This design comes from an exercise in tuning for small area, a short achievable clock period and few clock cycles per item on the open sky130 flow, not from production work.
The RTL was checked by simulation tests, not by an equivalence proof against the original design.
Power is estimated from default activity; no workload was simulated.

==> branch raven <==
// matrix_mul
module matrix_mul (
    input wire clk,
    input wire rst_n,
    input wire [127:0] matrix_a,
    input wire [127:0] matrix_b,
    input wire start,
    output wire done,
    output reg [255:0] result
);
    reg [3:0] st;
    assign done = ~|st;
    always @(posedge clk or negedge rst_n) begin
        if (!rst_n)
            st <= 4'b0001;
        else
            st <= {st[2], st[1], st[0] & start, (st[0] | done) & ~start};
    end
    reg [7:0] av [0:3];
    reg [7:0] bv [0:3];
    integer r, k;
    always @(*) begin
        for (r = 0; r < 4; r = r + 1) begin
            av[r] = 8'd0;
            bv[r] = 8'd0;
            for (k = 0; k < 4; k = k + 1) begin
                av[r] = av[r] | (matrix_a[(r*4 + k)*8 +: 8] & {8{st[k]}});
                bv[r] = bv[r] | (matrix_b[(k*4 + r)*8 +: 8] & {8{st[k]}});
            end
        end
    end
    wire [7:0] a0 = av[0];
    wire [7:0] b0 = bv[0];
    wire [15:0] q0 = result[15:0] & {16{~st[0]}};
    wire [15:0] n0;
    wire e0_s1 = (a0[0] & b0[5]) ^ (a0[1] & b0[4]);
    wire e0_c1 = (a0[0] & b0[5]) & (a0[1] & b0[4]);
    wire e0_s2 = (a0[0] & b0[6]) ^ (a0[1] & b0[5]) ^ (a0[2] & b0[4]);
    wire e0_c2 = ((a0[0] & b0[6]) & (a0[1] & b0[5])) | ((a0[0] & b0[6]) & (a0[2] & b0[4])) | ((a0[1] & b0[5]) & (a0[2] & b0[4]));
    wire e0_s3 = (a0[3] & b0[3]) ^ (a0[4] & b0[2]);
  ...
==> flow/config.mk <==
export PLATFORM = sky130hd
export DESIGN_NAME = matrix_mul
export DESIGN_NICKNAME = matrix_mul
export VERILOG_FILES = /design/flow/design.v
export SDC_FILE = /design/flow/constraint.sdc
export NUM_CORES = 4
export LEC_CHECK = 0
export ABC_CLOCK_PERIOD_IN_PS = 4000
export CAP_MARGIN = 20
export CORE_MARGIN = 2
export CORE_UTILIZATION = 40
export SLEW_MARGIN = 20
==> flow/constraint.sdc <==
create_clock -name core_clock -period 8.0 [get_ports {clk}]
set_input_delay 1.6000 -clock core_clock [delete_from_list [all_inputs] [get_ports {clk}]]
set_output_delay 1.6000 -clock core_clock [all_outputs]
set_load 0.01 [all_outputs]
standard.sh (not shown) runs the stock make flow with config.mk's settings and CLKGATE_MAP_FILE= SYNTH_SCRIPT=/design/flow/synth_recipe.tcl, a recipe that flattens the netlist after the stock synthesis.
==> flow/flow/run.sh <==
#!/bin/bash
# The standard layout with two changes:
#  - every input and output port gets a 1x buffer (sky130_fd_sc_hd__buf_1)
#    instead of the default delay buffer;
#  - after synthesis, flow/fa_polarity.tcl picks the polarity of each full
#    adder so that fewer inverters sit between adders (no register changes).
# make's output goes to standard.log; each ORFS step logs under orfs/logs/.
set -euo pipefail
export BUFFER_PORTS_ARGS="-buffer_cell sky130_fd_sc_hd__buf_1"
export POST_SYNTH_TCL="$PWD/flow/fa_polarity.tcl"
bash standard.sh finish > standard.log 2>&1
==> flow/flow/fa_polarity.tcl <==
# Remove inverters around full-adder cells.
#
# A full adder is self-dual: FA(~a, ~b, ~c) = (~sum, ~cout). Yosys's adder
# extraction picks each adder's polarity on its own, which leaves inverters
# between adders. This chooses, for every sky130_fd_sc_hd__fa_* cell, whether
# to implement it as is or with all its inputs and outputs complemented, so
# that as few inverters as possible are needed, then rebuilds the inverters.
# Only combinational cells change; registers, ports and port nets do not.

# ORFS sources this from inside a proc; run it at global level instead.
if {[info level] > 0} {
  uplevel #0 [list source [info script]]
  return
}

proc fp_log {msg} { puts "fa_polarity: $msg" }

set fp_block [ord::get_db_block]
set fp_inv_master [[ord::get_db] findMaster sky130_fd_sc_hd__inv_1]

proc fp_is_inv {inst} {
  return [string match "sky130_fd_sc_hd__inv_*" [[$inst getMaster] getName]]
}
proc fp_is_fa {inst} {
  return [string match "sky130_fd_sc_hd__fa_*" [[$inst getMaster] getName]]
}
proc fp_pin {inst name} {
  foreach it [$inst getITerms] {
    if {[[$it getMTerm] getName] eq $name} { return $it }
  }
  return ""
}
proc fp_driver {net} {
  foreach it [$net getITerms] {
    if {[$it isOutputSignal]} { return $it }
  }
  return ""
}

# Inverters that are free to go: input and output nets are not port nets.
set fp_invs {}
foreach inst [$fp_block getInsts] {
  if {![fp_is_inv $inst]} { continue }
  set a [[fp_pin $inst A] getNet]
  set y [[fp_pin $inst Y] getNet]
  if {$a eq "" || $y eq ""} { continue }
  if {[llength [$a getBTerms]] || [llength [$y getBTerms]]} { continue }
  set ::fp_free([$inst getId]) 1
  lappend fp_invs $inst
}

# root and polarity of each net: follow free inverters back to their source.
proc fp_root {net} {
  set pol 0
  set n $net
  for {set i 0} {$i < 64} {incr i} {
    set d [fp_driver $n]
    if {$d eq ""} { break }
    set inst [$d getInst]
    if {![info exists ::fp_free([$inst getId])]} { break }
    set n [[fp_pin $inst A] getNet]
    set pol [expr {!$pol}]
  }
  return [list $n $pol]
}

# Loads: every input pin of a cell that is not a free inverter, and every
# output port, with the root net and polarity it needs.
# roots(net) -> list of {iterm pol fa_id}; fa_id is "" for a non-adder load.
array set fp_loads {}
array set fp_rootnet {}
set fp_nloads 0
foreach inst [$fp_block getInsts] {
  if {[info exists ::fp_free([$inst getId])]} { continue }
  set fa [expr {[fp_is_fa $inst] ? [$inst getId] : ""}]
  foreach it [$inst getITerms] {
    if {![$it isInputSignal]} { continue }
    set net [$it getNet]
    if {$net eq ""} { continue }
    lassign [fp_root $net] r pol
    set rid [$r getId]
    set fp_rootnet($rid) $r
    lappend fp_loads($rid) [list $it $pol $fa]
    incr fp_nloads
  }
}

# Adders: which roots they drive and which roots they read.
array set fp_flip {}
array set fp_drives {}
array set fp_reads {}
array set fp_drvfa {}
foreach inst [$fp_block getInsts] {
  if {![fp_is_fa $inst]} { continue }
  set id [$inst getId]
  set fp_flip($id) 0
  set fp_drives($id) {}
  set fp_reads($id) {}
  foreach p {SUM COUT} {
    set it [fp_pin $inst $p]
    set net [$it getNet]
    if {$net eq ""} { continue }
    set fp_drvfa([$net getId]) $id
    set fp_rootnet([$net getId]) $net
    lappend fp_drives($id) [$net getId]
  }
  foreach p {A B CIN} {
    set net [[fp_pin $inst $p] getNet]
    if {$net eq ""} { continue }
    lappend fp_reads($id) [[lindex [fp_root $net] 0] getId]
  }
}

proc fp_cost {rid} {
  if {![info exists ::fp_loads($rid)]} { return 0 }
  set phys 0
  if {[info exists ::fp_drvfa($rid)]} { set phys $::fp_flip($::fp_drvfa($rid)) }
  foreach l $::fp_loads($rid) {
    lassign $l it pol fa
    if {$fa ne ""} { set pol [expr {$pol ^ $::fp_flip($fa)}] }
    if {$pol != $phys} { return 1 }
  }
  return 0
}
proc fp_touch {id} {
  return [lsort -unique [concat $::fp_drives($id) $::fp_reads($id)]]
}

set fp_total 0
foreach rid [array names fp_loads] { incr fp_total [fp_cost $rid] }
fp_log "free inverters [llength $fp_invs], adders [array size fp_flip], inverted roots before $fp_total"

# Local search: flip an adder while that lowers the count.
for {set pass 0} {$pass < 20} {incr pass} {
  set gain 0
  foreach id [array names fp_flip] {
    set t [fp_touch $id]
    set before 0
    foreach r $t { incr before [fp_cost $r] }
    set fp_flip($id) [expr {!$fp_flip($id)}]
    set after 0
    foreach r $t { incr after [fp_cost $r] }
    if {$after < $before} {
      incr gain [expr {$before - $after}]
    } else {
      set fp_flip($id) [expr {!$fp_flip($id)}]
    }
  }
  fp_log "pass $pass: saved $gain"
  if {$gain == 0} { break }
}
set fp_total 0
foreach rid [array names fp_loads] { incr fp_total [fp_cost $rid] }
fp_log "inverted roots after $fp_total"

# Rebuild: drop the free inverters, connect each load to its root or to one
# new inverter of that root.
foreach inst $fp_invs {
  foreach it [$inst getITerms] { $it disconnect }
  odb::dbInst_destroy $inst
}
set fp_new 0
foreach rid [array names fp_loads] {
  set r $fp_rootnet($rid)
  set phys 0
  if {[info exists fp_drvfa($rid)]} { set phys $fp_flip($fp_drvfa($rid)) }
  set inv ""
  foreach l $fp_loads($rid) {
    lassign $l it pol fa
    if {$fa ne ""} { set pol [expr {$pol ^ $fp_flip($fa)}] }
    set old [$it getNet]
    if {$pol == $phys} {
      set want $r
    } else {
      if {$inv eq ""} {
        incr fp_new
        set inv [odb::dbNet_create $fp_block "fa_pol_n$fp_new"]
        set ii [odb::dbInst_create $fp_block $fp_inv_master "fa_pol_inv$fp_new"]
        [fp_pin $ii A] connect $r
        [fp_pin $ii Y] connect $inv
      }
      set want $inv
    }
    if {$old ne $want} {
      $it disconnect
      $it connect $want
    }
  }
}
# Nets left without pins: the inverters' old outputs.
set fp_gone 0
foreach net [$fp_block getNets] {
  if {[llength [$net getITerms]] == 0 && [llength [$net getBTerms]] == 0} {
    odb::dbNet_destroy $net
    incr fp_gone
  }
}
fp_log "removed $fp_gone empty nets"
fp_log "inverters now $fp_new"
==> branch garnet (differences from branch raven) <==
--- a/flow/flow/fa_polarity.tcl
+++ b/flow/flow/fa_polarity.tcl
@@ -8,8 +8,2 @@
 # Only combinational cells change; registers, ports and port nets do not.
-
-# ORFS sources this from inside a proc; run it at global level instead.
-if {[info level] > 0} {
-  uplevel #0 [list source [info script]]
-  return
-}
 
--- a/flow/config.mk
+++ b/flow/config.mk
@@ -7,6 +7,5 @@
 export LEC_CHECK = 0
-export ABC_CLOCK_PERIOD_IN_PS = 4000
 export CAP_MARGIN = 20
 export CORE_MARGIN = 2
-export CORE_UTILIZATION = 40
+export CORE_UTILIZATION = 60
 export SLEW_MARGIN = 20
==> branch nickel (differences from branch raven) <==
--- a/flow/config.mk
+++ b/flow/config.mk
@@ -7,6 +7,5 @@
 export LEC_CHECK = 0
-export ABC_CLOCK_PERIOD_IN_PS = 4000
 export CAP_MARGIN = 20
 export CORE_MARGIN = 2
-export CORE_UTILIZATION = 40
+export CORE_UTILIZATION = 60
 export SLEW_MARGIN = 20
==> branch amber (differences from branch raven) <==
--- a/flow/config.mk
+++ b/flow/config.mk
@@ -7,3 +7,3 @@
 export LEC_CHECK = 0
-export ABC_CLOCK_PERIOD_IN_PS = 4000
+export ABC_AREA = 1
 export CAP_MARGIN = 20
==> comparison <==
The highest register-to-register slack belongs to branch amber, the lowest to branch nickel. In synthesized cell count, branch nickel and branch raven do not differ. Flip-flop and latch count is the same in branch amber and branch nickel. In branch amber the synthesized area is higher than in branch raven, by 12%. Combinational power: branch amber is larger than branch raven (about 10%). Of branch amber and branch nickel, branch amber has the higher critical path depth (gap 2). Against branch amber, the routed wire length of branch nickel is lower by about 20%. Clock power: branch nickel is lower than branch amber (about 9%). Against branch amber, the die area of branch nickel is lower by 40%. The lowest final area belongs to branch nickel, the highest to branch amber. Worst hold slack, lowest first: branch amber, branch nickel, branch raven. Branch nickel completed with no timing, DRC or antenna violations. Branch garnet failed in netlist read-in after synthesis (1_synth). Branch amber passed the timing, design-rule and antenna checks. Branch raven went through all stages and came out clean.
Testbench counts of branch raven, summed over its fixed seeds: cycles 1,528, items 256.
Testbench counts of branch garnet, summed over its fixed seeds: cycles 1,528, items 256.
Testbench counts of branch nickel, summed over its fixed seeds: cycles 1,528, items 256.
Testbench counts of branch amber, summed over its fixed seeds: cycles 1,528, items 256.

==> afterwards: timing with drivers on the ports <==
The flow's constraints put no driver on any port. The routed layouts listed below were extracted and timed again, unchanged, in two steps. Step 1 (the two cells are an assumption about what drives the block):
set clk [get_ports {clk}]
set_driving_cell -lib_cell sky130_fd_sc_hd__clkbuf_16 $clk
set_driving_cell -lib_cell sky130_fd_sc_hd__buf_2 [delete_from_list [all_inputs] $clk]
Step 2 adds t to the input delays and takes it off the output delays; t is the mean of the earliest and latest rising clock arrival at the registers after step 1. Input paths then give back, and output paths get back, about the clock's delay inside the block. Three values: ideal ports, drivers, drivers and shift; two values: the first two.
run | t, ns | slack for setup (ns) | worst data-port slew with drivers (ns)
branch raven | 0.662 | 1.700 / 1.700 / 1.093 | 0.17
branch nickel | 0.645 | 1.550 / 1.550 / 1.054 | 0.10
branch amber | 0.694 | 2.205 / 2.205 / 1.599 | 0.10
After both steps setup and hold are still met in every run listed. For branch raven, which loses most, drivers alone change the setup slack by 0.000 ns; drivers and shift together by -0.607 ns.
